Context: an optimization exercise on an open-source flow, tuned for a short achievable clock period and few clock cycles. The choices shown serve that exercise and are no tape-out recipe. At most, simulation tests tie the RTL to the original design; equivalence was not proved. The RTL of run 2 was laid out without a check of its function. Power figures rest on the tool's default switching activity, not on a simulated workload.

[constraint.sdc]
create_clock -name core_clock -period 10.0 [get_ports {clk}]
set_input_delay 2.0000 -clock core_clock [delete_from_list [all_inputs] [get_ports {clk}]]
set_output_delay 2.0000 -clock core_clock [all_outputs]
set_load 0.01 [all_outputs]
[flow/run.sh]
#!/bin/bash
set -euo pipefail
MARGIN=7
if [[ -f flow/margin.txt ]]; then MARGIN=$(cat flow/margin.txt); fi
EXTRA=()
if [[ -f flow/extra.txt ]]; then read -r -a EXTRA < flow/extra.txt; fi
bash standard.sh SETUP_SLACK_MARGIN=$MARGIN "${EXTRA[@]}" finish > standard.log 2>&1
[standard.sh]
#!/bin/bash
# synth_recipe.tcl (not shown) runs the flow's synth.tcl, then flattens the netlist and writes it again
# the make line also repeats each setting of config.mk as NAME=value (left out here)
make -C /OpenROAD-flow-scripts/flow DESIGN_CONFIG=/design/flow/config.mk WORK_HOME=/design/flow/orfs CLKGATE_MAP_FILE= SYNTH_SCRIPT=/design/flow/synth_recipe.tcl "${@:-finish}"
[design.v]
`timescale 1ns / 1ps
module regs (
    input clk,
    input rst,
    input [31:0] SelA,
    input [31:0] SelB,
    input [31:0] SelC,
    input [31:0] SelE,
    input [4:0] AddrD,
    input RegWEn,
    input [31:0] DataD,
    output [31:0] DataA,
    output [31:0] DataB,
    output [31:0] DataC,
    output [31:0] DataE
);
  wire [31:0] rv[0:31];
  assign rv[0] = 32'h00000000;
  wire [31:0] ta[0:31];
  wire [31:0] tb[0:31];
  wire [31:0] tc[0:31];
  wire [31:0] te[0:31];
  assign ta[0] = 32'h00000000;
  assign tb[0] = 32'h00000000;
  assign tc[0] = 32'h00000000;
  assign te[0] = 32'h00000000;
  genvar i;
  generate
    for (i = 1; i < 32; i = i + 1) begin : g_reg
      reg [31:0] r;
      assign rv[i] = r;
      assign ta[i] = ta[i-1] | ({32{SelA[i]}} & r);
      assign tb[i] = tb[i-1] | ({32{SelB[i]}} & r);
      assign tc[i] = tc[i-1] | ({32{SelC[i]}} & r);
      assign te[i] = te[i-1] | ({32{SelE[i]}} & r);
      always @(posedge clk) begin
        if (rst) begin
          r <= (i == 1) ? 32'h00010ffc : ((i == 2 || i == 8) ? 32'h00010054 : 32'h00000000);
        end else if (RegWEn && AddrD == i) begin
          r <= DataD;
        end
      end
    end
  endgenerate
  assign DataA = ta[31];
  assign DataB = tb[31];
  assign DataC = tc[31];
  assign DataE = te[31];
endmodule
`timescale 1ns / 1ps
module alu (
    input [31:0] a_r,
    input [31:0] b_r,
    input [31:0] m,
    input fa,
    input fb,
    input [31:0] link,
    input sa_ab,
    input sa_mb,
    input sa_am,
    input sa_mm,
    input ss_ab,
    input ss_mb,
    input ss_am,
    input s_xor,
    input s_or,
    input s_and,
    input s_sll,
    input s_srl,
    input s_sra,
    input s_slt,
    input s_link,
    input lt,
    output [31:0] sum,
    output [31:0] res
);
  wire [31:0] a = fa ? m : a_r;
  wire [31:0] b = fb ? m : b_r;
  wire k_ab = !fa & !fb;
  wire k_mb = fa & !fb;
  wire k_am = !fa & fb;
  wire k_mm = fa & fb;
  wire [31:0] sum_ab = a_r + b_r;
  wire [31:0] sum_mb = m + b_r;
  wire [31:0] sum_am = a_r + m;
  wire [31:0] sum_mm = {m[30:0], 1'b0};
  wire [31:0] dif_ab = a_r - b_r;
  wire [31:0] dif_mb = m - b_r;
  wire [31:0] dif_am = a_r - m;
  assign sum = ({32{k_ab}} & sum_ab) | ({32{k_mb}} & sum_mb) | ({32{k_am}} & sum_am) |
               ({32{k_mm}} & sum_mm);
  wire [4:0] sh = b[4:0];
  wire [31:0] sll = a << sh;
  wire [31:0] srl = a >> sh;
  wire [31:0] sra = $signed(a) >>> sh;
  assign res = ({32{sa_ab}} & sum_ab) | ({32{sa_mb}} & sum_mb) | ({32{sa_am}} & sum_am) |
               ({32{sa_mm}} & sum_mm) | ({32{ss_ab}} & dif_ab) | ({32{ss_mb}} & dif_mb) |
               ({32{ss_am}} & dif_am) | ({32{s_xor}} & (a ^ b)) |
               ({32{s_or}} & (a | b)) | ({32{s_and}} & (a & b)) | ({32{s_sll}} & sll) |
               ({32{s_srl}} & srl) | ({32{s_sra}} & sra) | ({32{s_slt}} & {31'b0, lt}) |
               ({32{s_link}} & link);
endmodule
`timescale 1ns / 1ps
module datapath (
    input clk,
    input rst,
    input [31:0] inst,
    input [31:0] l_data,
    output [31:0] addr_inst,
    output reg [31:0] addr_data,
    output reg [31:0] s_data,
    output reg mem_rw,
    output reg [3:0] mem_be
);
  localparam [31:0] START = 32'h00010054;
  localparam IB = 3;
  localparam NB = 1 << IB;
  localparam TW = 6;
  localparam TL = IB + 2;
  localparam TH = TL + TW - 1;
  localparam ALT_ALL = 1;
  wire mis;               
  reg jv_q, jpt_q;
  reg [31:2] jr_q, jr1_q, jptgt_q;
  wire jfail = jv_q & !(jpt_q & (jr_q == jptgt_q));
  wire mis_d;             
  wire [31:2] redirect;   
  wire [31:2] redirect1;  
  wire stall;             
  wire split;             
  wire e_ldst_w;          
  wire use_alt;           
  reg [31:2] alt_e;       
  reg altf_e;             
  wire upd;               
  wire [IB-1:0] upd_idx;
  wire [TW-1:0] upd_tag;
  wire [31:2] upd_tgt;
  wire [1:0] upd_ctr;
  reg upd_q;
  reg [IB-1:0] uidx_q;
  reg [TW-1:0] utag_q;
  reg [31:2] utgt_q;
  reg [1:0] uctr_q;
  always @(posedge clk) begin
    if (rst) upd_q <= 1'b0;
    else upd_q <= upd;
    uidx_q <= upd_idx;
    utag_q <= upd_tag;
    utgt_q <= upd_tgt;
    uctr_q <= upd_ctr;
  end
  wire [31:2] utgt1_q = utgt_q + 30'd1;
  reg [31:2] pc_f;    
  reg [31:2] pcf1;    
  reg s1v;
  assign addr_inst = {pc_f, 2'b00};
  wire btb_v[0:NB-1];
  wire [TW-1:0] btb_tag[0:NB-1];
  wire [31:2] btb_tgt[0:NB-1];
  wire [31:2] btb_tgt1[0:NB-1];
  wire [1:0] btb_ctr[0:NB-1];
  genvar gi;
  generate
    for (gi = 0; gi < NB; gi = gi + 1) begin : g_btb
      reg v;
      reg [TW-1:0] tag;
      reg [31:2] tgt;
      reg [31:2] tgt1;
      reg [1:0] ctr;
      assign btb_v[gi] = v;
      assign btb_tag[gi] = tag;
      assign btb_tgt[gi] = tgt;
      assign btb_tgt1[gi] = tgt1;
      assign btb_ctr[gi] = ctr;
      always @(posedge clk) begin
        if (rst) v <= 1'b0;
        else if (upd_q && uidx_q == gi) v <= 1'b1;
        if (upd_q && uidx_q == gi) begin
          tag <= utag_q;
          tgt <= utgt_q;
          tgt1 <= utgt1_q;
          ctr <= uctr_q;
        end
      end
    end
  endgenerate
  wire [IB-1:0] fa_idx = pc_f[TL-1:2];
  wire fa_hit = btb_v[fa_idx] && (btb_tag[fa_idx] == pc_f[TH:TL]);
  wire [1:0] fa_ctr = fa_hit ? btb_ctr[fa_idx] : 2'b00;
  wire fa_pt = fa_hit & btb_ctr[fa_idx][1];
  wire [31:2] fa_tgt = btb_tgt[fa_idx];
  wire [31:2] fa_tgt1 = btb_tgt1[fa_idx];
  wire [IB-1:0] fb_idx = pcf1[TL-1:2];
  wire fb_hit = btb_v[fb_idx] && (btb_tag[fb_idx] == pcf1[TH:TL]);
  wire [1:0] fb_ctr = fb_hit ? btb_ctr[fb_idx] : 2'b00;
  wire fb_pt = fb_hit & btb_ctr[fb_idx][1];
  wire [31:2] fb_tgt = btb_tgt[fb_idx];
  wire [31:2] fb_tgt1 = btb_tgt1[fb_idx];
  wire [IB-1:0] ac_idx = alt_e[TL-1:2];
  wire ac_hit = btb_v[ac_idx] && (btb_tag[ac_idx] == alt_e[TH:TL]);
  wire [1:0] ac_ctr = ac_hit ? btb_ctr[ac_idx] : 2'b00;
  wire ac_pt = ac_hit & btb_ctr[ac_idx][1];
  wire [31:2] ac_tgt = btb_tgt[ac_idx];
  wire [31:2] ac_tgt1 = btb_tgt1[ac_idx];
  wire [31:2] alt_1 = alt_e + 30'd1;
  wire [31:2] alt_2 = alt_e + 30'd2;
  wire [31:2] alt_n = ac_pt ? ac_tgt : alt_1;
  wire [31:2] alt_n1 = ac_pt ? ac_tgt1 : alt_2;
  wire f_pair = s1v & !fa_pt;
  wire f_two = f_pair & !split;
  wire [31:2] pc_f2 = pcf1 + 30'd1;
  wire [31:2] pc_f3 = pcf1 + 30'd2;
  wire [31:2] seq_n = f_two ? (fb_pt ? fb_tgt : pc_f2) : (fa_pt ? fa_tgt : pcf1);
  wire [31:2] seq_n1 = f_two ? (fb_pt ? fb_tgt1 : pc_f3) : (fa_pt ? fa_tgt1 : pc_f2);
  wire [31:2] pc_n = mis ? (use_alt ? alt_n : redirect) : (stall ? pc_f : seq_n);
  wire [31:2] pc_n1 = mis ? (use_alt ? alt_n1 : redirect1) : (stall ? pcf1 : seq_n1);
  always @(posedge clk) begin
    if (rst) begin
      pc_f <= START[31:2];
      pcf1 <= START[31:2] + 30'd1;
    end else begin
      pc_f <= pc_n;
      pcf1 <= pc_n1;
    end
  end
  function automatic [31:0] onehot(input [4:0] r);
    onehot = 32'd1 << r;
  endfunction
  wire [31:0] oh_i1 = onehot(inst[19:15]);
  wire [31:0] oh_i2 = onehot(inst[24:20]);
  wire [31:0] oh_l1 = onehot(l_data[19:15]);
  wire [31:0] oh_l2 = onehot(l_data[24:20]);
  reg [31:0] s1_d, s2_d, s1b_d, s2b_d;
  reg v_d, f_d;
  reg [31:0] inst_d, inst1_d;
  reg [31:2] pc_d, pc1_d;
  reg pt_d, hit_d, pt1_d, hit1_d;
  reg [1:0] ctr_d, ctr1_d;
  reg [31:2] ptgt_d, ptgt1_d;
  always @(posedge clk) begin
    if (rst) begin
      v_d <= 1'b0;
      f_d <= 1'b0;
    end else if (mis) begin
      v_d <= use_alt;
      f_d <= 1'b0;
    end else if (!stall) begin
      v_d <= 1'b1;
      f_d <= split | f_pair;
    end
    if (mis_d) begin
      inst_d <= l_data;
      s1_d <= oh_l1;
      s2_d <= oh_l2;
      pc_d <= alt_e;
      pt_d <= ac_pt;
      hit_d <= ac_hit;
      ctr_d <= ac_ctr;
      ptgt_d <= ac_tgt;
    end else if (!stall) begin
      if (split) begin
        inst_d <= inst1_d;
        s1_d <= s1b_d;
        s2_d <= s2b_d;
        pc_d <= pc1_d;
        pt_d <= pt1_d;
        hit_d <= hit1_d;
        ctr_d <= ctr1_d;
        ptgt_d <= ptgt1_d;
      end else begin
        inst_d <= inst;
        s1_d <= oh_i1;
        s2_d <= oh_i2;
        pc_d <= pc_f;
        pt_d <= fa_pt;
        hit_d <= fa_hit;
        ctr_d <= fa_ctr;
        ptgt_d <= fa_tgt;
      end
    end
    if (!stall) begin
      if (split) begin
        inst1_d <= inst;
        s1b_d <= oh_i1;
        s2b_d <= oh_i2;
        pc1_d <= pc_f;
        pt1_d <= fa_pt;
        hit1_d <= fa_hit;
        ctr1_d <= fa_ctr;
        ptgt1_d <= fa_tgt;
      end else begin
        inst1_d <= l_data;
        s1b_d <= oh_l1;
        s2b_d <= oh_l2;
        pc1_d <= pcf1;
        pt1_d <= fb_pt;
        hit1_d <= fb_hit;
        ctr1_d <= fb_ctr;
        ptgt1_d <= fb_tgt;
      end
    end
  end
  wire [4:0] d_opc = inst_d[6:2];
  wire d_legal = (inst_d[1:0] == 2'b11);
  wire [4:0] d_rd = inst_d[11:7];
  wire [2:0] d_f3 = inst_d[14:12];
  wire [4:0] d_rs1 = inst_d[19:15];
  wire [4:0] d_rs2 = inst_d[24:20];
  wire d_alt = inst_d[30];
  wire d_op = d_legal & (d_opc == 5'b01100);
  wire d_opi = d_legal & (d_opc == 5'b00100);
  wire d_ld = d_legal & (d_opc == 5'b00000);
  wire d_st = d_legal & (d_opc == 5'b01000);
  wire d_br = d_legal & (d_opc == 5'b11000);
  wire d_jal = d_legal & (d_opc == 5'b11011);
  wire d_jalr = d_legal & (d_opc == 5'b11001);
  wire d_lui = d_legal & (d_opc == 5'b01101);
  wire d_auipc = d_legal & (d_opc == 5'b00101);
  wire d_ctrl = d_br | d_jal | d_jalr;
  wire d_ld_ok = (d_f3 == 3'b000) | (d_f3 == 3'b001) | (d_f3 == 3'b010) |
                 (d_f3 == 3'b100) | (d_f3 == 3'b101);
  wire d_st_ok = (d_f3 == 3'b000) | (d_f3 == 3'b001) | (d_f3 == 3'b010);
  wire d_writes = d_op | d_opi | (d_ld & d_ld_ok) | d_lui | d_auipc | d_jal |
                  (d_jalr & (d_f3 == 3'b000));
  wire d_wen = d_writes & (d_rd != 5'd0);
  wire d_use1 = d_op | d_opi | d_ld | d_st | d_br | d_jalr;
  wire d_use2 = d_op | d_st | d_br;
  wire [31:0] imm_i = {{20{inst_d[31]}}, inst_d[31:20]};
  wire [31:0] imm_s = {{20{inst_d[31]}}, inst_d[31:25], inst_d[11:7]};
  wire [31:0] imm_b = {{19{inst_d[31]}}, inst_d[31], inst_d[7], inst_d[30:25], inst_d[11:8], 1'b0};
  wire [31:0] imm_u = {inst_d[31:12], 12'b0};
  wire [31:0] imm_j = {{11{inst_d[31]}}, inst_d[31], inst_d[19:12], inst_d[20], inst_d[30:21], 1'b0};
  wire d1_br = (inst1_d[6:0] == 7'b1100011);
  wire [2:0] d1_f3 = inst1_d[14:12];
  wire [4:0] d1_rs1 = inst1_d[19:15];
  wire [4:0] d1_rs2 = inst1_d[24:20];
  wire [31:0] imm_b1 = {{19{inst1_d[31]}}, inst1_d[31], inst1_d[7], inst1_d[30:25], inst1_d[11:8], 1'b0};
  wire dep01 = d_wen & ((d_rd == d1_rs1) | (d_rd == d1_rs2));
  wire pair = f_d & !d_ctrl & !pt_d & d1_br & !dep01;
  assign split = v_d & f_d & !pair;
  wire m_wen;
  wire [4:0] m_rd_w;
  wire [31:0] m_wdata;
  wire [31:0] rf_a, rf_b, rf_c, rf_e;
  regs my_regs (
      .clk(clk),
      .rst(rst),
      .SelA(s1_d),
      .SelB(s2_d),
      .SelC(s1b_d),
      .SelE(s2b_d),
      .AddrD(m_rd_w),
      .RegWEn(m_wen),
      .DataD(m_wdata),
      .DataA(rf_a),
      .DataB(rf_b),
      .DataC(rf_c),
      .DataE(rf_e)
  );
  reg wen_m, ld_m;
  reg [4:0] rd_m;
  reg [31:0] res_m;
  wire m_alu = wen_m & !ld_m;
  function automatic [31:0] bypass(input [4:0] rs, input [31:0] rf);
    begin
      if (m_alu && rd_m == rs) bypass = res_m;
      else if (m_wen && m_rd_w == rs) bypass = m_wdata;
      else bypass = rf;
    end
  endfunction
  wire [31:0] d_v1 = bypass(d_rs1, rf_a);
  wire [31:0] d_v2 = bypass(d_rs2, rf_b);
  wire [31:0] d1_v1 = bypass(d1_rs1, rf_c);
  wire [31:0] d1_v2 = bypass(d1_rs2, rf_e);
  reg v_e;
  reg e_wen, e_ld;
  reg [4:0] e_rd;
  wire hz1 = v_e & e_wen & (e_rd == d_rs1) & d_use1;
  wire hz2 = v_e & e_wen & (e_rd == d_rs2) & d_use2;
  wire hzp = v_e & e_wen & (e_rd == d1_rs1);
  wire hzq = v_e & e_wen & (e_rd == d1_rs2);
  wire m_ldw = wen_m & ld_m;
  wire hm1 = m_ldw & (rd_m == d_rs1) & d_use1;
  wire hm2 = m_ldw & (rd_m == d_rs2) & d_use2;
  wire hmp = m_ldw & (rd_m == d1_rs1);
  wire hmq = m_ldw & (rd_m == d1_rs2);
  assign stall = v_d & ((e_ld & (hz1 | hz2 | (pair & (hzp | hzq)))) |
                        hm1 | hm2 | (pair & (hmp | hmq)));
  wire [31:2] d_pc1 = pc_d + 30'd1;
  wire [31:2] d_cpc = pair ? pc1_d : pc_d;
  wire [31:2] d_pc2 = pc_d + 30'd2;
  wire [31:2] d1_pc1 = pc1_d + 30'd1;
  wire [31:2] d1_pc2 = pc1_d + 30'd2;
  wire [31:2] d_cnxt = ({30{pair}} & d1_pc1) | ({30{!pair}} & d_pc1);
  wire [31:2] d_cnxt1 = ({30{pair}} & d1_pc2) | ({30{!pair}} & d_pc2);
  wire d_cpt = pair ? pt1_d : pt_d;
  wire [1:0] d_cctr = pair ? ctr1_d : ctr_d;
  wire [31:2] d_tb = pc_d + imm_b[31:2];
  wire [31:2] d_tj = pc_d + imm_j[31:2];
  wire [31:2] d_t1 = pc1_d + imm_b1[31:2];
  wire [31:1] d_tb1 = {pc_d, 1'b1} + {imm_b[31:2], 1'b1};
  wire [31:1] d_tj1 = {pc_d, 1'b1} + {imm_j[31:2], 1'b1};
  wire [31:1] d_t11 = {pc1_d, 1'b1} + {imm_b1[31:2], 1'b1};
  wire d_st1 = pair;
  wire d_stj = !pair & d_jal;
  wire d_stb = !pair & !d_jal;
  wire [31:2] d_ctgt = ({30{d_stb}} & d_tb) | ({30{d_stj}} & d_tj) | ({30{d_st1}} & d_t1);
  wire [31:2] d_altpc = d_cpt ? d_cnxt : d_ctgt;
  reg [31:0] a_e, b_e, b4_e, c_e, p_e, q_e, link_e;
  reg fa_e, fb_e, fc_e, fp_e, fq_e;
  reg sa_ab_e, sa_mb_e, sa_am_e, sa_mm_e, ss_ab_e, ss_mb_e, ss_am_e, s_xor_e, s_or_e, s_and_e, s_sll_e, s_srl_e, s_sra_e, s_slt_e, s_link_e;
  reg un_e, unb_e;
  reg e_st, e_ldst;
  reg [2:0] f3_e;
  reg c_br, c_jal, c_jalr, c_ctrl, c_misc, c_pt, c_hit;
  reg [1:0] c_ctr;
  reg [2:0] c_f3;
  reg [31:2] c_pc, c_nxt, c_ptgt;
  reg [31:2] tb_e, tj_e, t1_e, tb1_e, tj1_e, t11_e, c_nxt1;
  reg k_pq, k_mq, k_pm, k_mm;
  reg jk_e;
  reg c_jal_v, c_misc_v, c_x, c_ltsel, c_bj;
  reg sel_tb, sel_tj, sel_t1;
  wire d_go = v_d & !stall & !mis;
  wire d_altf = d_go & (pair | d_br | (d_jal & !pt_d)) & !e_ldst &
                (ALT_ALL ? 1'b1 : (d_cctr == 2'b01 || d_cctr == 2'b10));
  wire d_slt = (d_op | d_opi) & (d_f3 == 3'b010 || d_f3 == 3'b011);
  wire d_sadd = ((d_op & !d_alt) | d_opi) & (d_f3 == 3'b000) | d_lui | d_auipc;
  wire d_ssub = d_op & d_alt & (d_f3 == 3'b000);
  always @(posedge clk) begin
    if (rst) begin
      v_e <= 1'b0;
      e_wen <= 1'b0;
      e_ld <= 1'b0;
      e_ldst <= 1'b0;
      altf_e <= 1'b0;
      k_pq <= 1'b0;
      k_mq <= 1'b0;
      k_pm <= 1'b0;
      k_mm <= 1'b0;
      jk_e <= 1'b0;
      c_jal_v <= 1'b0;
      c_misc_v <= 1'b0;
    end else begin
      k_pq <= d_go & (pair | d_br) & !(pair ? hzp : hz1) & !(pair ? hzq : hz2);
      k_mq <= d_go & (pair | d_br) & (pair ? hzp : hz1) & !(pair ? hzq : hz2);
      k_pm <= d_go & (pair | d_br) & !(pair ? hzp : hz1) & (pair ? hzq : hz2);
      k_mm <= d_go & (pair | d_br) & (pair ? hzp : hz1) & (pair ? hzq : hz2);
      jk_e <= d_go & !pair & d_jalr;
      c_jal_v <= d_go & !pair & d_jal;
      c_misc_v <= d_go & !pair & !d_ctrl & pt_d;
      altf_e <= d_altf;
      v_e <= d_go;
      e_wen <= d_go & d_wen;
      e_ld <= d_go & d_ld;
      e_ldst <= d_go & (d_ld | (d_st & d_st_ok));
    end
    e_rd <= d_rd;
    a_e <= d_lui ? 32'h00000000 : (d_auipc ? {pc_d, 2'b00} : d_v1);
    b_e <= d_op ? d_v2 : (d_st ? imm_s : ((d_lui | d_auipc) ? imm_u : imm_i));
    b4_e <= imm_i + 32'd4;
    c_e <= d_opi ? imm_i : d_v2;
    p_e <= pair ? d1_v1 : d_v1;
    q_e <= pair ? d1_v2 : d_v2;
    link_e <= {d_pc1, 2'b00};
    fa_e <= hz1;
    fb_e <= hz2 & d_op;
    fc_e <= hz2;
    fp_e <= pair ? hzp : hz1;
    fq_e <= pair ? hzq : hz2;
    sa_ab_e <= d_sadd & !hz1 & !(hz2 & d_op);
    sa_mb_e <= d_sadd & hz1 & !(hz2 & d_op);
    sa_am_e <= d_sadd & !hz1 & (hz2 & d_op);
    sa_mm_e <= d_sadd & hz1 & (hz2 & d_op);
    ss_ab_e <= d_ssub & !hz1 & !hz2;
    ss_mb_e <= d_ssub & hz1 & !hz2;
    ss_am_e <= d_ssub & !hz1 & hz2;
    s_xor_e <= (d_op | d_opi) & (d_f3 == 3'b100);
    s_or_e <= (d_op | d_opi) & (d_f3 == 3'b110);
    s_and_e <= (d_op | d_opi) & (d_f3 == 3'b111);
    s_sll_e <= (d_op | d_opi) & (d_f3 == 3'b001);
    s_srl_e <= (d_op | d_opi) & (d_f3 == 3'b101) & !d_alt;
    s_sra_e <= (d_op | d_opi) & (d_f3 == 3'b101) & d_alt;
    s_slt_e <= d_slt;
    s_link_e <= d_jal | d_jalr;
    un_e <= d_f3[0];
    e_st <= d_st & d_st_ok;
    f3_e <= d_f3;
    c_br <= pair | d_br;
    c_x <= (pair ? d1_f3[0] : d_f3[0]) ^ d_cpt;
    c_ltsel <= pair ? d1_f3[2] : d_f3[2];
    c_bj <= pair | d_br | d_jal;
    c_jal <= !pair & d_jal;
    c_jalr <= !pair & d_jalr;
    c_ctrl <= pair | d_ctrl;
    c_misc <= !pair & !d_ctrl & pt_d;
    c_pt <= pair ? pt1_d : pt_d;
    c_hit <= pair ? hit1_d : hit_d;
    c_ctr <= pair ? ctr1_d : ctr_d;
    c_f3 <= pair ? d1_f3 : d_f3;
    unb_e <= pair ? d1_f3[1] : d_f3[1];
    c_pc <= d_cpc;
    c_nxt <= d_cnxt;
    tb_e <= d_tb;
    tb1_e <= d_tb1[31:2];
    tj1_e <= d_tj1[31:2];
    t11_e <= d_t11[31:2];
    c_nxt1 <= d_cnxt1;
    tj_e <= d_tj;
    t1_e <= d_t1;
    sel_t1 <= d_st1;
    sel_tj <= d_stj;
    sel_tb <= d_stb;
    alt_e <= d_altpc;
    c_ptgt <= pair ? ptgt1_d : ptgt_d;
  end
  wire [31:0] ec = fc_e ? res_m : c_e;
  wire [31:0] e_sum, e_res;
  wire [31:0] e_sum4 = ({32{!fa_e}} & (a_e + b4_e)) | ({32{fa_e}} & (res_m + b4_e));
  wire [31:2] c_tgt = ({30{sel_tb}} & tb_e) | ({30{sel_tj}} & tj_e) | ({30{sel_t1}} & t1_e);
  function automatic less(input [31:0] x, input [31:0] y, input un);
    reg lo;
    begin
      lo = x[30:0] < y[30:0];
      less = (x[31] ^ y[31]) ? (un ? y[31] : x[31]) : lo;
    end
  endfunction
  wire lt_ac = less(a_e, c_e, un_e);
  wire lt_mc = less(res_m, c_e, un_e);
  wire lt_am = less(a_e, res_m, un_e);
  wire e_lt = fa_e ? (!fc_e & lt_mc) : (fc_e ? lt_am : lt_ac);
  wire eq_pq = (p_e == q_e);
  wire eq_mq = (res_m == q_e);
  wire eq_pm = (p_e == res_m);
  wire bl_pq = less(p_e, q_e, unb_e);
  wire bl_mq = less(res_m, q_e, unb_e);
  wire bl_pm = less(p_e, res_m, unb_e);
  wire b_eq = fp_e ? (fq_e | eq_mq) : (fq_e ? eq_pm : eq_pq);
  wire b_lt = fp_e ? (!fq_e & bl_mq) : (fq_e ? bl_pm : bl_pq);
  alu my_alu (
      .a_r(a_e),
      .b_r(b_e),
      .m(res_m),
      .fa(fa_e),
      .fb(fb_e),
      .link(link_e),
      .sa_ab(sa_ab_e),
      .sa_mb(sa_mb_e),
      .sa_am(sa_am_e),
      .sa_mm(sa_mm_e),
      .ss_ab(ss_ab_e),
      .ss_mb(ss_mb_e),
      .ss_am(ss_am_e),
      .s_xor(s_xor_e),
      .s_or(s_or_e),
      .s_and(s_and_e),
      .s_sll(s_sll_e),
      .s_srl(s_srl_e),
      .s_sra(s_sra_e),
      .s_slt(s_slt_e),
      .s_link(s_link_e),
      .lt(e_lt),
      .sum(e_sum),
      .res(e_res)
  );
  wire br_cond = c_f3[2] ? b_lt : b_eq;
  wire br_taken = br_cond ^ c_f3[0];
  wire act_taken = c_br ? br_taken : (c_jal | c_jalr);
  wire bad = c_ptgt != c_tgt;
  wire mtk = !c_pt | bad;
  assign use_alt = altf_e & !(c_pt & bad) & !jfail;
  wire mis_bad = v_e & c_pt & bad & c_bj;
  wire cond_pq = c_ltsel ? bl_pq : eq_pq;
  wire cond_mq = c_ltsel ? bl_mq : eq_mq;
  wire cond_pm = c_ltsel ? bl_pm : eq_pm;
  wire cond_mm = !c_ltsel;
  wire mis_br = (k_pq & (cond_pq ^ c_x)) | (k_mq & (cond_mq ^ c_x)) | (k_pm & (cond_pm ^ c_x)) |
                (k_mm & (cond_mm ^ c_x));
  assign mis_d = mis_br | (c_jal_v & !c_pt) | mis_bad;
  assign mis = mis_d | c_misc_v | jfail;
  wire [31:2] c_tgt1 = ({30{sel_tb}} & tb1_e) | ({30{sel_tj}} & tj1_e) | ({30{sel_t1}} & t11_e);
  wire bad_ctl = bad & c_bj;
  assign redirect = jfail ? jr_q : (c_pt ? (bad_ctl ? c_pc : c_nxt) : c_tgt);
  assign redirect1 = jfail ? jr1_q : (c_pt ? (bad_ctl ? c_nxt : c_nxt1) : c_tgt1);
  assign upd = v_e & c_ctrl & (act_taken | c_hit) & !jfail;
  always @(posedge clk) begin
    if (rst) jv_q <= 1'b0;
    else jv_q <= jk_e & !jfail;
    jpt_q <= c_pt;
    jptgt_q <= c_ptgt;
    jr_q <= e_sum[31:2];
    jr1_q <= e_sum4[31:2];
  end
  assign upd_idx = c_pc[TL-1:2];
  assign upd_tag = c_pc[TH:TL];
  assign upd_tgt = c_jalr ? e_sum[31:2] : c_tgt;
  assign upd_ctr = act_taken ? (c_hit ? ((c_ctr == 2'b11) ? 2'b11 : c_ctr + 2'b01) : 2'b10) :
                               ((c_ctr == 2'b00) ? 2'b00 : c_ctr - 2'b01);
  assign e_ldst_w = e_ldst;
  reg [2:0] f3_m;
  always @(posedge clk) begin
    if (rst) begin
      wen_m <= 1'b0;
      ld_m <= 1'b0;
      mem_rw <= 1'b0;
      s1v <= 1'b0;
    end else begin
      wen_m <= e_wen & !jfail;
      ld_m <= e_ld & !jfail;
      mem_rw <= v_e & e_st & !jfail;
      s1v <= !e_ldst & !d_altf;
    end
    rd_m <= e_rd;
    f3_m <= f3_e;
    res_m <= e_res;
    addr_data <= e_ldst ? e_sum : (d_altf ? {d_altpc, 2'b00} : {pc_n1, 2'b00});
    s_data <= (f3_e[1:0] == 2'b00) ? {4{ec[7:0]}} : ((f3_e[1:0] == 2'b01) ? {2{ec[15:0]}} : ec);
    mem_be <= (f3_e[1:0] == 2'b00) ? (4'b0001 << e_sum[1:0]) :
              ((f3_e[1:0] == 2'b01) ? (e_sum[1] ? 4'b1100 : 4'b0011) : 4'b1111);
  end
  reg wen_w, ld_w;
  reg [4:0] rd_w;
  reg [2:0] f3_w;
  reg [1:0] off_w;
  reg [31:0] ld_w_raw, res_w;
  always @(posedge clk) begin
    if (rst) begin
      wen_w <= 1'b0;
      ld_w <= 1'b0;
    end else begin
      wen_w <= wen_m;
      ld_w <= ld_m;
    end
    rd_w <= rd_m;
    f3_w <= f3_m;
    off_w <= addr_data[1:0];
    ld_w_raw <= l_data;
    res_w <= res_m;
  end
  wire [31:0] l_sh = ld_w_raw >> {off_w, 3'b000};
  reg [31:0] l_al;
  always @(*) begin
    case (f3_w)
      3'b000: l_al = {{24{l_sh[7]}}, l_sh[7:0]};
      3'b001: l_al = {{16{l_sh[15]}}, l_sh[15:0]};
      3'b100: l_al = {24'b0, l_sh[7:0]};
      3'b101: l_al = {16'b0, l_sh[15:0]};
      default: l_al = ld_w_raw;
    endcase
  end
  assign m_wen = wen_w;
  assign m_rd_w = rd_w;
  assign m_wdata = ld_w ? l_al : res_w;
endmodule
[config.mk]
export PLATFORM = sky130hd
export DESIGN_NAME = datapath
export DESIGN_NICKNAME = datapath
export VERILOG_FILES = /design/flow/design.v
export SDC_FILE = /design/flow/constraint.sdc
export NUM_CORES = 8
export LEC_CHECK = 0
export CAP_MARGIN = 20
export CELL_PAD_IN_SITES_DETAIL_PLACEMENT = 1
export CELL_PAD_IN_SITES_GLOBAL_PLACEMENT = 2
export CORE_MARGIN = 2
export CORE_UTILIZATION = 20
export GPL_ROUTABILITY_DRIVEN = 1
export PLACE_DENSITY = 0.4
export SLEW_MARGIN = 20
[flow/margin.txt]
7
==> impl_metrics.py, run 1 <==
metrics = {
    "outcome": {
        "status": "failed layout checks",
        "so_faults": "antenna violations",
    },
    "global_routing": {
        "grt_use_met1": 0.446,
        "grtUsageMet2": 0.594,
        "grt.met3_usage": 0.0957,
        "grt_pass1_vias": 194000,
        "grt-ovfl-total": 0,
        "antenna_found_initial": 182,
        "grt_max_degree": 144,
        "grt.total_usage": 0.381,
        "busiest_layer": "met2",
        "grt_first_pass_wirelength_um": 2170000,
    },
    "power_and_ir_drop": {
        "power_density_mw_per_mm2": 162,
        "vdd_drop_max_mv": 0.153,
        "p_leak_nw": 90.8,
    },
    "clocking": {
        "hold_buffers": 0,
        "cts_root_buf": "clkbuf_16",
        "cts.path.max_buffers": 4,
        "clk_pin_slew_ps": 60,
        "clk_latency_ps": 1120,
        "cts-buffers-inserted": 388,
        "cts.sinks": 2829,
        "cts_max_level": 5,
        "cts_tree": "done",
    },
    "timing": {
        "min_period_over_period": 0.439,
        "drv_slew": 0,
        "whs_ps": 325,
        "worst_pin_slew_ps": 1410,
        "setup_violations": 0,
        "max-slew-margin-rel": 0.0481,
        "fin_skew_ps": 99.7,
        "finalHoldViolations": 0,
        "rsz0062_at_grt": "true",
        "fmax_mhz": 228,
        "setup_tns_ps": 0,
        "post-route-min-period_ps": 4390,
    },
    "critical_path": {
        "crit_family": "compound AO/OA/AOI/OAI gates",
        "r2r_slack_ps": 5610,
        "worstReg2RegEnd": "s2_d[6]",
        "path_buf_inv": 7,
        "critPathMaxStageDelay_ps": 770,
        "cp.required_ps": 10850,
        "path_max_fanout": 7,
        "crit_chain": "a222oi_1, xnor2_1, nor4_4, nand4_1, o21ai_4, buf_12, o21ai_4, a21oi_4, buf_4, buf_6, and3_4, buf_12, nand2_8, buf_12, buf_12, buf_16",
        "r2r_cells": 16,
        "r2r_start": "sel_tb",
        "crit_top_cell": "buf_12",
        "endpoint_kind": "register",
        "critical_path_class": "reg -> reg",
        "startpoint_type": "register",
        "worstPathArrival_ps": 5240,
        "cp_slowest_cell": "a222oi_1",
    },
    "die": {
        "die-area_mm2": 0.859,
        "coreArea_mm2": 0.850,
        "rows": 339,
        "ios": 167,
        "chipHeight_um": 927,
        "die_x_um": 927,
        "start_util": 0.200,
    },
    "logic_synthesis": {
        "synth-edff-count": 858,
        "syn-cell-area_mm2": 0.170,
        "synth_largest_area_cell": "dfxtp_1",
        "synth_top_area_frac": 0.232,
        "syn_inst": 20100,
        "synthTopCellsByArea": "dfxtp_1 (23%), edfxtp_1 (15%), nand2_1 (7.4%), a21oi_1 (5.0%), ha_1 (4.1%)",
        "yosysSeqAreaShare": 0.383,
        "ys_types": 103,
        "synth_common_cells": "nand2_1 (3356), dfxtp_1 (1971), a21oi_1 (1708)",
        "yosys_register_bits": 2829,
        "synth_most_common_cell": "nand2_1",
        "syn_avg_cell_area_um2": 8.47,
        "synthFlopType": "dfxtp_1",
        "yosys_warnings": 2,
        "async_reset_ff_frac": 0,
    },
    "worst_hold_path": {
        "whs_endpoint": "f3_w[1]",
        "hp-start": "f3_m[1]",
        "holdCritPathClass": "reg -> reg",
        "whs_path_depth": 0,
    },
    "route": {
        "ant_nets": 2,
        "wl_per_cell_um": 51.6,
        "wl_um": 1740000,
        "drt_iter0_drc": 28600,
        "vias": 207000,
        "viasPerCell": 6.14,
        "drt-pass1-iter-count": 12,
        "drc": 0,
    },
    "place": {
        "hpwl_um": 1090000,
        "port_buffers": 164,
        "dpl.cell_count": 30600,
        "gp_congestion": 0.931,
    },
    "final_layout": {
        "drive_above_1_share": 0.317,
        "nets": 22500,
        "syn2layout_area_growth_pct": 47.3,
        "final_core_util": 0.295,
        "fin_cells": 33600,
    },
    "flow_run": {
        "cap_viol_max_count": 0,
    },
}
[placed cells by master, fill, tap and decap left out, drive strengths merged, types with 63 or more instances in the layout]
master	instances
nand2	3362
buf	2983
dfxtp	1971
a21oi	1709
nor2	1237
edfxtp	858
o21ai	793
a221oi	751
a22o	682
a22oi	638
clkbuf	623
ha	557
xnor2	499
nand4	450
a211oi	441
inv	432
nand3	420
mux2i	406
a222oi	358
mux2	317
xor2	267
nor3	260
and3	189
diode	187
o211ai	157
a31oi	132
o22ai	125
a21o	113
clkinv	110
nor2b	103
nand2b	92
nor4	63
[registers in the layout, indices dropped and copies added (netlist names), 32 cells and up]
signal / cells
q_e: 32
res_w: 32
b_e: 32
res_m: 32
c_e: 32
ld_w_raw: 32
g_btb.tgt1: 240
inst_d: 32
addr_data: 32
g_btb.tag: 48
inst1_d: 32
p_e: 32
g_btb.tgt: 240
my_regs.g.r: 992
a_e: 32
s_data: 32
[how the worst max path moves through the flow]
stage | startpoint | to | cells past startpoint
2_1_floorplan | inst_d[4] | addr_data[30] | 11
3_3_place_gp | q_e[16] | s2_d[6] | 13
3_5_place_dp | sel_tb | s2_d[30] | 11
4_1_cts | sel_tb | addr_data[2] | 14
5_1_grt | sel_tb | addr_data[2] | 14
6_report | sel_tb | s2_d[6] | 16
[cell type report]
cell class | count | area, um^2
Fill cell | 95200 | 600000
Antenna cell | 187 | 468
Clock buffer | 554 | 11400
Multi-Input combinational cell | 15100 | 116000
Timing Repair inverter | 7 | 133
Timing Repair Buffer | 3152 | 38800
Tap cell | 11300 | 14100
Clock inverter | 159 | 1800
Sequential cell | 2829 | 65800
Inverter | 442 | 1940
[power by group]
group / internal [W] / total (W) / switching [W]
sequential: 0.0126 / 0.0137 / 0.00102
combinational: 0.00393 / 0.0117 / 0.00782
clock: 0.00867 / 0.0151 / 0.00647
total: 0.0252 / 0.0406 / 0.0153
[metrics by stage]
step / instance area [um^2] / power (W) / setup WS (ps)
after global routing: 250000 / 0.0411 / 5710
after global placement: 189000 / 0.0225 / 3470
after CTS: 237000 / 0.0397 / 5720
after detailed placement: 189000 / 0.0225 / 3550
after floorplan: 173000 / 0.0172 / 5000
final: 251000 / 0.0406 / 5610
[worst reg2reg max path, cell delays in order, from the launching register on]
cell and delay (ps):
dfxtp_4 410, a222oi_1 770, xnor2_1 250, nor4_4 310, nand4_1 330, o21ai_4 280
buf_12 150, o21ai_4 60, a21oi_4 190, buf_4 160, buf_6 80, and3_4 250
buf_12 150, nand2_8 130, buf_12 280, buf_12 190, buf_16 150
[timing repair]
action                                  in CTS  in global routing
resized for setup                         4461               1736
setup buffers                             1306                492
endpoints found under the setup margin    2542               1892
pin swaps                                  746                770
cloned                                     236                 71
[routing by layer]
metal	part of all wire	wire length, um
met2	0.44	760000
met1	0.38	655000
met3	0.080	139000
met4	0.11	184000
met5	0.00049	860
[kinds of logic after synthesis]
kind of cell	synth area share
mux	0.0514
buf+inv	0.0510
flops	0.383
xor+xnor	0.0394
other cells	0.0000220
simple gates	0.165
compound gates	0.268
fa+ha+maj	0.0423
Testbench counts, summed over its fixed seeds: cycles 375,094.
==> inputs of run 2 (changes only) <==
--- a/design.v
+++ b/design.v
@@ -2,10 +2,10 @@
 module regs (
     input clk,
     input rst,
-    input [31:0] SelA,
-    input [31:0] SelB,
-    input [31:0] SelC,
-    input [31:0] SelE,
+    input [4:0] AddrA,
+    input [4:0] AddrB,
+    input [4:0] AddrC,
+    input [4:0] AddrE,
     input [4:0] AddrD,
     input RegWEn,
     input [31:0] DataD,
@@ -16,23 +16,15 @@
 );
   wire [31:0] rv[0:31];
   assign rv[0] = 32'h00000000;
-  wire [31:0] ta[0:31];
-  wire [31:0] tb[0:31];
-  wire [31:0] tc[0:31];
-  wire [31:0] te[0:31];
-  assign ta[0] = 32'h00000000;
-  assign tb[0] = 32'h00000000;
-  assign tc[0] = 32'h00000000;
-  assign te[0] = 32'h00000000;
+  assign DataA = rv[AddrA];
+  assign DataB = rv[AddrB];
+  assign DataC = rv[AddrC];
+  assign DataE = rv[AddrE];
   genvar i;
   generate
     for (i = 1; i < 32; i = i + 1) begin : g_reg
       reg [31:0] r;
       assign rv[i] = r;
-      assign ta[i] = ta[i-1] | ({32{SelA[i]}} & r);
-      assign tb[i] = tb[i-1] | ({32{SelB[i]}} & r);
-      assign tc[i] = tc[i-1] | ({32{SelC[i]}} & r);
-      assign te[i] = te[i-1] | ({32{SelE[i]}} & r);
       always @(posedge clk) begin
         if (rst) begin
           r <= (i == 1) ? 32'h00010ffc : ((i == 2 || i == 8) ? 32'h00010054 : 32'h00000000);
@@ -42,10 +34,6 @@
       end
     end
   endgenerate
-  assign DataA = ta[31];
-  assign DataB = tb[31];
-  assign DataC = tc[31];
-  assign DataE = te[31];
 endmodule
 `timescale 1ns / 1ps
 module alu (
@@ -55,13 +43,8 @@
     input fa,
     input fb,
     input [31:0] link,
-    input sa_ab,
-    input sa_mb,
-    input sa_am,
-    input sa_mm,
-    input ss_ab,
-    input ss_mb,
-    input ss_am,
+    input s_add,
+    input s_sub,
     input s_xor,
     input s_or,
     input s_and,
@@ -89,13 +72,12 @@
   wire [31:0] dif_am = a_r - m;
   assign sum = ({32{k_ab}} & sum_ab) | ({32{k_mb}} & sum_mb) | ({32{k_am}} & sum_am) |
                ({32{k_mm}} & sum_mm);
+  wire [31:0] diff = ({32{k_ab}} & dif_ab) | ({32{k_mb}} & dif_mb) | ({32{k_am}} & dif_am);
   wire [4:0] sh = b[4:0];
   wire [31:0] sll = a << sh;
   wire [31:0] srl = a >> sh;
   wire [31:0] sra = $signed(a) >>> sh;
-  assign res = ({32{sa_ab}} & sum_ab) | ({32{sa_mb}} & sum_mb) | ({32{sa_am}} & sum_am) |
-               ({32{sa_mm}} & sum_mm) | ({32{ss_ab}} & dif_ab) | ({32{ss_mb}} & dif_mb) |
-               ({32{ss_am}} & dif_am) | ({32{s_xor}} & (a ^ b)) |
+  assign res = ({32{s_add}} & sum) | ({32{s_sub}} & diff) | ({32{s_xor}} & (a ^ b)) |
                ({32{s_or}} & (a | b)) | ({32{s_and}} & (a & b)) | ({32{s_sll}} & sll) |
                ({32{s_srl}} & srl) | ({32{s_sra}} & sra) | ({32{s_slt}} & {31'b0, lt}) |
                ({32{s_link}} & link);
@@ -120,9 +102,6 @@
   localparam TH = TL + TW - 1;
   localparam ALT_ALL = 1;
   wire mis;               
-  reg jv_q, jpt_q;
-  reg [31:2] jr_q, jr1_q, jptgt_q;
-  wire jfail = jv_q & !(jpt_q & (jr_q == jptgt_q));
   wire mis_d;             
   wire [31:2] redirect;   
   wire [31:2] redirect1;  
@@ -224,14 +203,6 @@
       pcf1 <= pc_n1;
     end
   end
-  function automatic [31:0] onehot(input [4:0] r);
-    onehot = 32'd1 << r;
-  endfunction
-  wire [31:0] oh_i1 = onehot(inst[19:15]);
-  wire [31:0] oh_i2 = onehot(inst[24:20]);
-  wire [31:0] oh_l1 = onehot(l_data[19:15]);
-  wire [31:0] oh_l2 = onehot(l_data[24:20]);
-  reg [31:0] s1_d, s2_d, s1b_d, s2b_d;
   reg v_d, f_d;
   reg [31:0] inst_d, inst1_d;
   reg [31:2] pc_d, pc1_d;
@@ -251,8 +222,6 @@
     end
     if (mis_d) begin
       inst_d <= l_data;
-      s1_d <= oh_l1;
-      s2_d <= oh_l2;
       pc_d <= alt_e;
       pt_d <= ac_pt;
       hit_d <= ac_hit;
@@ -261,8 +230,6 @@
     end else if (!stall) begin
       if (split) begin
         inst_d <= inst1_d;
-        s1_d <= s1b_d;
-        s2_d <= s2b_d;
         pc_d <= pc1_d;
         pt_d <= pt1_d;
         hit_d <= hit1_d;
@@ -270,8 +237,6 @@
         ptgt_d <= ptgt1_d;
       end else begin
         inst_d <= inst;
-        s1_d <= oh_i1;
-        s2_d <= oh_i2;
         pc_d <= pc_f;
         pt_d <= fa_pt;
         hit_d <= fa_hit;
@@ -282,8 +247,6 @@
     if (!stall) begin
       if (split) begin
         inst1_d <= inst;
-        s1b_d <= oh_i1;
-        s2b_d <= oh_i2;
         pc1_d <= pc_f;
         pt1_d <= fa_pt;
         hit1_d <= fa_hit;
@@ -291,8 +254,6 @@
         ptgt1_d <= fa_tgt;
       end else begin
         inst1_d <= l_data;
-        s1b_d <= oh_l1;
-        s2b_d <= oh_l2;
         pc1_d <= pcf1;
         pt1_d <= fb_pt;
         hit1_d <= fb_hit;
@@ -346,10 +307,10 @@
   regs my_regs (
       .clk(clk),
       .rst(rst),
-      .SelA(s1_d),
-      .SelB(s2_d),
-      .SelC(s1b_d),
-      .SelE(s2b_d),
+      .AddrA(d_rs1),
+      .AddrB(d_rs2),
+      .AddrC(d1_rs1),
+      .AddrE(d1_rs2),
       .AddrD(m_rd_w),
       .RegWEn(m_wen),
       .DataD(m_wdata),
@@ -389,11 +350,8 @@
                         hm1 | hm2 | (pair & (hmp | hmq)));
   wire [31:2] d_pc1 = pc_d + 30'd1;
   wire [31:2] d_cpc = pair ? pc1_d : pc_d;
-  wire [31:2] d_pc2 = pc_d + 30'd2;
-  wire [31:2] d1_pc1 = pc1_d + 30'd1;
-  wire [31:2] d1_pc2 = pc1_d + 30'd2;
-  wire [31:2] d_cnxt = ({30{pair}} & d1_pc1) | ({30{!pair}} & d_pc1);
-  wire [31:2] d_cnxt1 = ({30{pair}} & d1_pc2) | ({30{!pair}} & d_pc2);
+  wire [31:2] d_cnxt = d_cpc + 30'd1;
+  wire [31:2] d_cnxt1 = d_cpc + 30'd2;
   wire d_cpt = pair ? pt1_d : pt_d;
   wire [1:0] d_cctr = pair ? ctr1_d : ctr_d;
   wire [31:2] d_tb = pc_d + imm_b[31:2];
@@ -407,9 +365,10 @@
   wire d_stb = !pair & !d_jal;
   wire [31:2] d_ctgt = ({30{d_stb}} & d_tb) | ({30{d_stj}} & d_tj) | ({30{d_st1}} & d_t1);
   wire [31:2] d_altpc = d_cpt ? d_cnxt : d_ctgt;
+  wire [31:0] d_jchk = {ptgt_d, 2'b00} - imm_i;
   reg [31:0] a_e, b_e, b4_e, c_e, p_e, q_e, link_e;
   reg fa_e, fb_e, fc_e, fp_e, fq_e;
-  reg sa_ab_e, sa_mb_e, sa_am_e, sa_mm_e, ss_ab_e, ss_mb_e, ss_am_e, s_xor_e, s_or_e, s_and_e, s_sll_e, s_srl_e, s_sra_e, s_slt_e, s_link_e;
+  reg s_add_e, s_sub_e, s_xor_e, s_or_e, s_and_e, s_sll_e, s_srl_e, s_sra_e, s_slt_e, s_link_e;
   reg un_e, unb_e;
   reg e_st, e_ldst;
   reg [2:0] f3_e;
@@ -419,15 +378,13 @@
   reg [31:2] c_pc, c_nxt, c_ptgt;
   reg [31:2] tb_e, tj_e, t1_e, tb1_e, tj1_e, t11_e, c_nxt1;
   reg k_pq, k_mq, k_pm, k_mm;
-  reg jk_e;
+  reg jk_p, jk_m;
   reg c_jal_v, c_misc_v, c_x, c_ltsel, c_bj;
   reg sel_tb, sel_tj, sel_t1;
   wire d_go = v_d & !stall & !mis;
   wire d_altf = d_go & (pair | d_br | (d_jal & !pt_d)) & !e_ldst &
                 (ALT_ALL ? 1'b1 : (d_cctr == 2'b01 || d_cctr == 2'b10));
   wire d_slt = (d_op | d_opi) & (d_f3 == 3'b010 || d_f3 == 3'b011);
-  wire d_sadd = ((d_op & !d_alt) | d_opi) & (d_f3 == 3'b000) | d_lui | d_auipc;
-  wire d_ssub = d_op & d_alt & (d_f3 == 3'b000);
   always @(posedge clk) begin
     if (rst) begin
       v_e <= 1'b0;
@@ -439,7 +396,8 @@
       k_mq <= 1'b0;
       k_pm <= 1'b0;
       k_mm <= 1'b0;
-      jk_e <= 1'b0;
+      jk_p <= 1'b0;
+      jk_m <= 1'b0;
       c_jal_v <= 1'b0;
       c_misc_v <= 1'b0;
     end else begin
@@ -447,7 +405,8 @@
       k_mq <= d_go & (pair | d_br) & (pair ? hzp : hz1) & !(pair ? hzq : hz2);
       k_pm <= d_go & (pair | d_br) & !(pair ? hzp : hz1) & (pair ? hzq : hz2);
       k_mm <= d_go & (pair | d_br) & (pair ? hzp : hz1) & (pair ? hzq : hz2);
-      jk_e <= d_go & !pair & d_jalr;
+      jk_p <= d_go & !pair & d_jalr & !hz1;
+      jk_m <= d_go & !pair & d_jalr & hz1;
       c_jal_v <= d_go & !pair & d_jal;
       c_misc_v <= d_go & !pair & !d_ctrl & pt_d;
       altf_e <= d_altf;
@@ -462,20 +421,15 @@
     b4_e <= imm_i + 32'd4;
     c_e <= d_opi ? imm_i : d_v2;
     p_e <= pair ? d1_v1 : d_v1;
-    q_e <= pair ? d1_v2 : d_v2;
+    q_e <= pair ? d1_v2 : (d_jalr ? d_jchk : d_v2);
     link_e <= {d_pc1, 2'b00};
     fa_e <= hz1;
     fb_e <= hz2 & d_op;
     fc_e <= hz2;
     fp_e <= pair ? hzp : hz1;
     fq_e <= pair ? hzq : hz2;
-    sa_ab_e <= d_sadd & !hz1 & !(hz2 & d_op);
-    sa_mb_e <= d_sadd & hz1 & !(hz2 & d_op);
-    sa_am_e <= d_sadd & !hz1 & (hz2 & d_op);
-    sa_mm_e <= d_sadd & hz1 & (hz2 & d_op);
-    ss_ab_e <= d_ssub & !hz1 & !hz2;
-    ss_mb_e <= d_ssub & hz1 & !hz2;
-    ss_am_e <= d_ssub & !hz1 & hz2;
+    s_add_e <= ((d_op & !d_alt) | d_opi) & (d_f3 == 3'b000) | d_lui | d_auipc;
+    s_sub_e <= d_op & d_alt & (d_f3 == 3'b000);
     s_xor_e <= (d_op | d_opi) & (d_f3 == 3'b100);
     s_or_e <= (d_op | d_opi) & (d_f3 == 3'b110);
     s_and_e <= (d_op | d_opi) & (d_f3 == 3'b111);
@@ -545,13 +499,8 @@
       .fa(fa_e),
       .fb(fb_e),
       .link(link_e),
-      .sa_ab(sa_ab_e),
-      .sa_mb(sa_mb_e),
-      .sa_am(sa_am_e),
-      .sa_mm(sa_mm_e),
-      .ss_ab(ss_ab_e),
-      .ss_mb(ss_mb_e),
-      .ss_am(ss_am_e),
+      .s_add(s_add_e),
+      .s_sub(s_sub_e),
       .s_xor(s_xor_e),
       .s_or(s_or_e),
       .s_and(s_and_e),
@@ -569,8 +518,9 @@
   wire act_taken = c_br ? br_taken : (c_jal | c_jalr);
   wire bad = c_ptgt != c_tgt;
   wire mtk = !c_pt | bad;
-  assign use_alt = altf_e & !(c_pt & bad) & !jfail;
+  assign use_alt = altf_e & !(c_pt & bad);
   wire mis_bad = v_e & c_pt & bad & c_bj;
+  wire jmis = (jk_p & !(c_pt & eq_pq)) | (jk_m & !(c_pt & eq_mq));
   wire cond_pq = c_ltsel ? bl_pq : eq_pq;
   wire cond_mq = c_ltsel ? bl_mq : eq_mq;
   wire cond_pm = c_ltsel ? bl_pm : eq_pm;
@@ -578,20 +528,20 @@
   wire mis_br = (k_pq & (cond_pq ^ c_x)) | (k_mq & (cond_mq ^ c_x)) | (k_pm & (cond_pm ^ c_x)) |
                 (k_mm & (cond_mm ^ c_x));
   assign mis_d = mis_br | (c_jal_v & !c_pt) | mis_bad;
-  assign mis = mis_d | c_misc_v | jfail;
+  assign mis = mis_d | jmis | c_misc_v | jredir_q;
   wire [31:2] c_tgt1 = ({30{sel_tb}} & tb1_e) | ({30{sel_tj}} & tj1_e) | ({30{sel_t1}} & t11_e);
-  wire bad_ctl = bad & c_bj;
-  assign redirect = jfail ? jr_q : (c_pt ? (bad_ctl ? c_pc : c_nxt) : c_tgt);
-  assign redirect1 = jfail ? jr1_q : (c_pt ? (bad_ctl ? c_nxt : c_nxt1) : c_tgt1);
-  assign upd = v_e & c_ctrl & (act_taken | c_hit) & !jfail;
+  reg jredir_q;
+  reg [31:2] jr_q, jr1_q;
   always @(posedge clk) begin
-    if (rst) jv_q <= 1'b0;
-    else jv_q <= jk_e & !jfail;
-    jpt_q <= c_pt;
-    jptgt_q <= c_ptgt;
+    if (rst) jredir_q <= 1'b0;
+    else jredir_q <= jmis;
     jr_q <= e_sum[31:2];
     jr1_q <= e_sum4[31:2];
   end
+  wire bad_ctl = bad & c_bj;
+  assign redirect = jredir_q ? jr_q : (c_pt ? (bad_ctl ? c_pc : c_nxt) : c_tgt);
+  assign redirect1 = jredir_q ? jr1_q : (c_pt ? (bad_ctl ? c_nxt : c_nxt1) : c_tgt1);
+  assign upd = v_e & c_ctrl & (act_taken | c_hit);
   assign upd_idx = c_pc[TL-1:2];
   assign upd_tag = c_pc[TH:TL];
   assign upd_tgt = c_jalr ? e_sum[31:2] : c_tgt;
@@ -606,9 +556,9 @@
       mem_rw <= 1'b0;
       s1v <= 1'b0;
     end else begin
-      wen_m <= e_wen & !jfail;
-      ld_m <= e_ld & !jfail;
-      mem_rw <= v_e & e_st & !jfail;
+      wen_m <= e_wen;
+      ld_m <= e_ld;
+      mem_rw <= v_e & e_st;
       s1v <= !e_ldst & !d_altf;
     end
     rd_m <= e_rd;
==> flow/run.sh (replaced) <==
#!/bin/bash
set -euo pipefail
MARGIN=${MARGIN:-7}
if [[ -f flow/margin.txt ]]; then MARGIN=$(cat flow/margin.txt); fi
bash standard.sh SETUP_SLACK_MARGIN=$MARGIN finish > standard.log 2>&1
==> run 2 against run 1 <==
The run now finishes clean. Setup slack worse by 210 ps. Cell count down 1.5%. Maximum frequency decreased by 4.6%. Critical endpoint is now b_e[19]. Flip-flop and latch count fell by 159. Die area is 3.3% lower. Sequential power shrank 6%. Hold slack got worse by 1.4 ps. Largest power group is now combinational logic.
==> impl_metrics.py, run 2 <==
metrics = {
    "clocking": {
        "clk_latency_ps": 1120,
        "clk_pin_slew_ps": 60,
        "cts.path.max_buffers": 4,
        "cts-buffers-inserted": 369,
        "cts_root_buf": "clkbuf_16",
        "hold_buffers": 0,
        "cts_max_level": 5,
        "cts_tree": "done",
        "cts.sinks": 2670,
    },
    "logic_synthesis": {
        "synth_most_common_cell": "nand2_1",
        "syn_avg_cell_area_um2": 8.26,
        "syn_inst": 19900,
        "synthFlopType": "dfxtp_1",
        "synth_top_area_frac": 0.235,
        "synth-edff-count": 734,
        "synth_common_cells": "nand2_1 (3604), dfxtp_1 (1936), a21oi_1 (1683)",
        "ys_types": 106,
        "yosys_register_bits": 2670,
        "syn-cell-area_mm2": 0.165,
        "yosysSeqAreaShare": 0.369,
        "yosys_warnings": 2,
        "async_reset_ff_frac": 0,
        "synth_largest_area_cell": "dfxtp_1",
        "synthTopCellsByArea": "dfxtp_1 (24%), edfxtp_1 (13%), nand2_1 (8.2%), a21oi_1 (5.1%), a22oi_1 (5.1%)",
    },
    "final_layout": {
        "reg_top3": "my_regs.g.r (992), g_btb.tgt1 (240), g_btb.tgt (240)",
        "most-common-layout-cells": "nand2_1 (3295), dfxtp_1 (1751), buf_4 (1593)",
        "final_area_mm2": 0.245,
        "nets": 22500,
        "regMostFlops": "my_regs.g.r",
        "drive_above_1_share": 0.324,
        "syn2layout_area_growth_pct": 48.9,
        "final_core_util": 0.299,
        "layout_commonest_cell": "nand2_1",
        "fin_cells": 33200,
        "largest_register_ffs": 992,
    },
    "timing": {
        "setup_tns_ps": 0,
        "fin_skew_ps": 103,
        "max-slew-margin-rel": 0.0919,
        "worst_pin_slew_ps": 1360,
        "setup_violations": 0,
        "finalHoldViolations": 0,
        "post-route-min-period_ps": 4600,
        "min_period_over_period": 0.460,
        "drv_slew": 0,
        "rsz0062_at_grt": "true",
        "fmax_mhz": 217,
    },
    "critical_path": {
        "r2r_cells": 14,
        "r2r_slack_ps": 5400,
        "endpoint_kind": "register",
        "crit_chain": "buf_12, buf_12, buf_6, ha_4, buf_6, and3_4, buf_16, a22o_1, a221oi_2, nand4_1, o21a_1, a211oi_2, a21oi_2, a221o_1",
        "cp.required_ps": 10940,
        "path_max_fanout": 10,
        "critPathMaxStageDelay_ps": 980,
        "critical_path_class": "reg -> reg",
        "crit_family": "compound AO/OA/AOI/OAI gates",
        "startpoint_type": "register",
        "worstPathArrival_ps": 5540,
        "path_buf_inv": 5,
        "r2r_start": "inst_d[22]",
        "worstReg2RegEnd": "b_e[19]",
        "path_depth": 14,
        "cp_slowest_cell": "nand4_1",
    },
    "place": {
        "gp_congestion": 0.945,
        "hpwl_um": 1120000,
        "placed_area_mm2": 0.184,
        "dpl.cell_count": 30200,
        "port_buffers": 164,
    },
    "route": {
        "drc": 0,
        "drt_iter0_drc": 30800,
        "wl_per_cell_um": 52.4,
        "viasPerCell": 6.21,
        "vias": 206000,
        "drt-pass1-iter-count": 14,
        "wl_um": 1740000,
        "ant_nets": 0,
    },
    "global_routing": {
        "antenna_found_initial": 242,
        "grt_first_pass_wirelength_um": 2170000,
        "grt_pass1_vias": 191000,
        "grt_max_degree": 147,
        "grt-ovfl-total": 0,
        "grt.total_usage": 0.395,
    },
    "die": {
        "coreArea_mm2": 0.822,
        "rows": 333,
        "chipHeight_um": 912,
        "ios": 167,
        "die-area_mm2": 0.831,
        "start_util": 0.201,
        "die_x_um": 912,
    },
    "flow_run": {
        "cap_viol_max_count": 0,
    },
    "power_and_ir_drop": {
        "p_comb_frac": 0.347,
        "p_leak_nw": 90.3,
        "seqPwrFrac": 0.309,
        "vdd_drop_max_mv": 0.169,
        "power_density_mw_per_mm2": 170,
        "p_int_w": 0.0247,
        "clkPwrFrac": 0.344,
        "switching_share": 0.408,
        "power_w": 0.0417,
        "power.switching_w": 0.0170,
    },
    "worst_hold_path": {
        "hp-start": "f3_m[1]",
        "holdCritPathClass": "reg -> reg",
        "whs_path_depth": 0,
        "whs_endpoint": "f3_w[1]",
    },
    "outcome": {
        "status": "no timing/DRC/antenna violations",
    },
}
-- run 2: worst max-delay path by stage --
stage | endpoint | from | slack (ps)
final | b_e[19] | inst_d[22] | 5400
after detailed placement | addr_data[28] | sel_tj | 3460
after floorplan | g_btb[6].ctr[0] | uidx_q[0] | 6120
after global routing | utgt_q[22] | res_m[0] | 5500
after global placement | addr_data[28] | sel_tj | 3440
after CTS | addr_data[30] | res_m[0] | 5540
-- run 2: cell type report --
| type | instances | area, um^2 |
|---|---|---|
| timing repair buffer | 3212 | 39300 |
| multi-input combinational | 15100 | 116000 |
| antenna | 146 | 365 |
| timing repair inverter | 3 | 45.0 |
| fill | 92200 | 576000 |
| clock inverter | 154 | 1800 |
| sequential | 2670 | 61300 |
| inverter | 461 | 2050 |
| clock buffer | 519 | 10600 |
| tap | 10900 | 13600 |
-- run 2: cells by family after synthesis --
logic type,count (synthesis),synth area share
and+or+nand+nor,6466,0.168
DFF,2670,0.369
adders and majority gates,607,0.0466
AOI/OAI and AO/OA,6623,0.278
xor gates and xnor gates,724,0.0385
buffers and inverters,2199,0.0517
muxes,655,0.0475
other,1,0.0000228
-- run 2: what timing repair did --
action / CTS / global route
endpoints found under the setup margin: 2409 / 1510
gates resized for setup: 5040 / 1340
cloned: 178 / 23
pin swaps: 959 / 776
setup buffers: 1522 / 422
-- run 2: routing by layer --
metal / vias up / wire (um) / track usage
li1: 78400 / - / -
met5: - / 1630 / 0.00342
met3: 4562 / 191000 / 0.140
met4: 106 / 144000 / 0.249
met2: 15000 / 692000 / 0.558
met1: 108000 / 708000 / 0.508
-- run 2: power by group through the flow --
stage / combinational, W / sequential (W) / clock, W
floorplan: 0.00430 / 0.0125 / 0
global placement: 0.0104 / 0.0132 / 0
detailed placement: 0.0103 / 0.0132 / 0
CTS: 0.0132 / 0.0128 / 0.0145
global route: 0.0143 / 0.0129 / 0.0148
finish: 0.0145 / 0.0129 / 0.0144
-- run 2: stage by stage --
stage          hold slack [ps]  setup slack [ps]
3_3_place_gp               310              3440
5_1_grt                    336              5500
4_1_cts                    324              5540
2_1_floorplan              310              6120
6_report                   324              5400
3_5_place_dp               315              3460

separate check: timing with driven ports:
In the flow no input, the clock included, has a driving cell. The finished layouts below were timed again as built, in two steps.
Step 1 (the two cells are an assumption about what drives the block):
set clk [get_ports {clk}]
set_driving_cell -lib_cell sky130_fd_sc_hd__clkbuf_16 $clk
set_driving_cell -lib_cell sky130_fd_sc_hd__buf_2 [delete_from_list [all_inputs] $clk]
Step 2 adds t to the input delays and takes it off the output delays; t is the mean of the earliest and latest rising clock arrival at the registers after step 1. Input paths then give back, and output paths get back, about the clock's delay inside the block.
a / b / c = ideal / step 1 / step 2; a / b = the first two.
run | t, ns | setup slack, ns | hold WS [ns] | slew at the worst register clock pin (ns)
run 1 | 1.217 | 5.614 / 5.614 / 5.262 | 0.325 / 0.325 / 0.325 | 0.07 / 0.07
run 2 | 1.217 | 5.400 / 5.400 / 5.400 | 0.324 / 0.324 / 0.324 | 0.08 / 0.08
For run 1, which loses most, drivers alone change the setup slack by 0.000 ns; drivers and shift together by -0.352 ns.
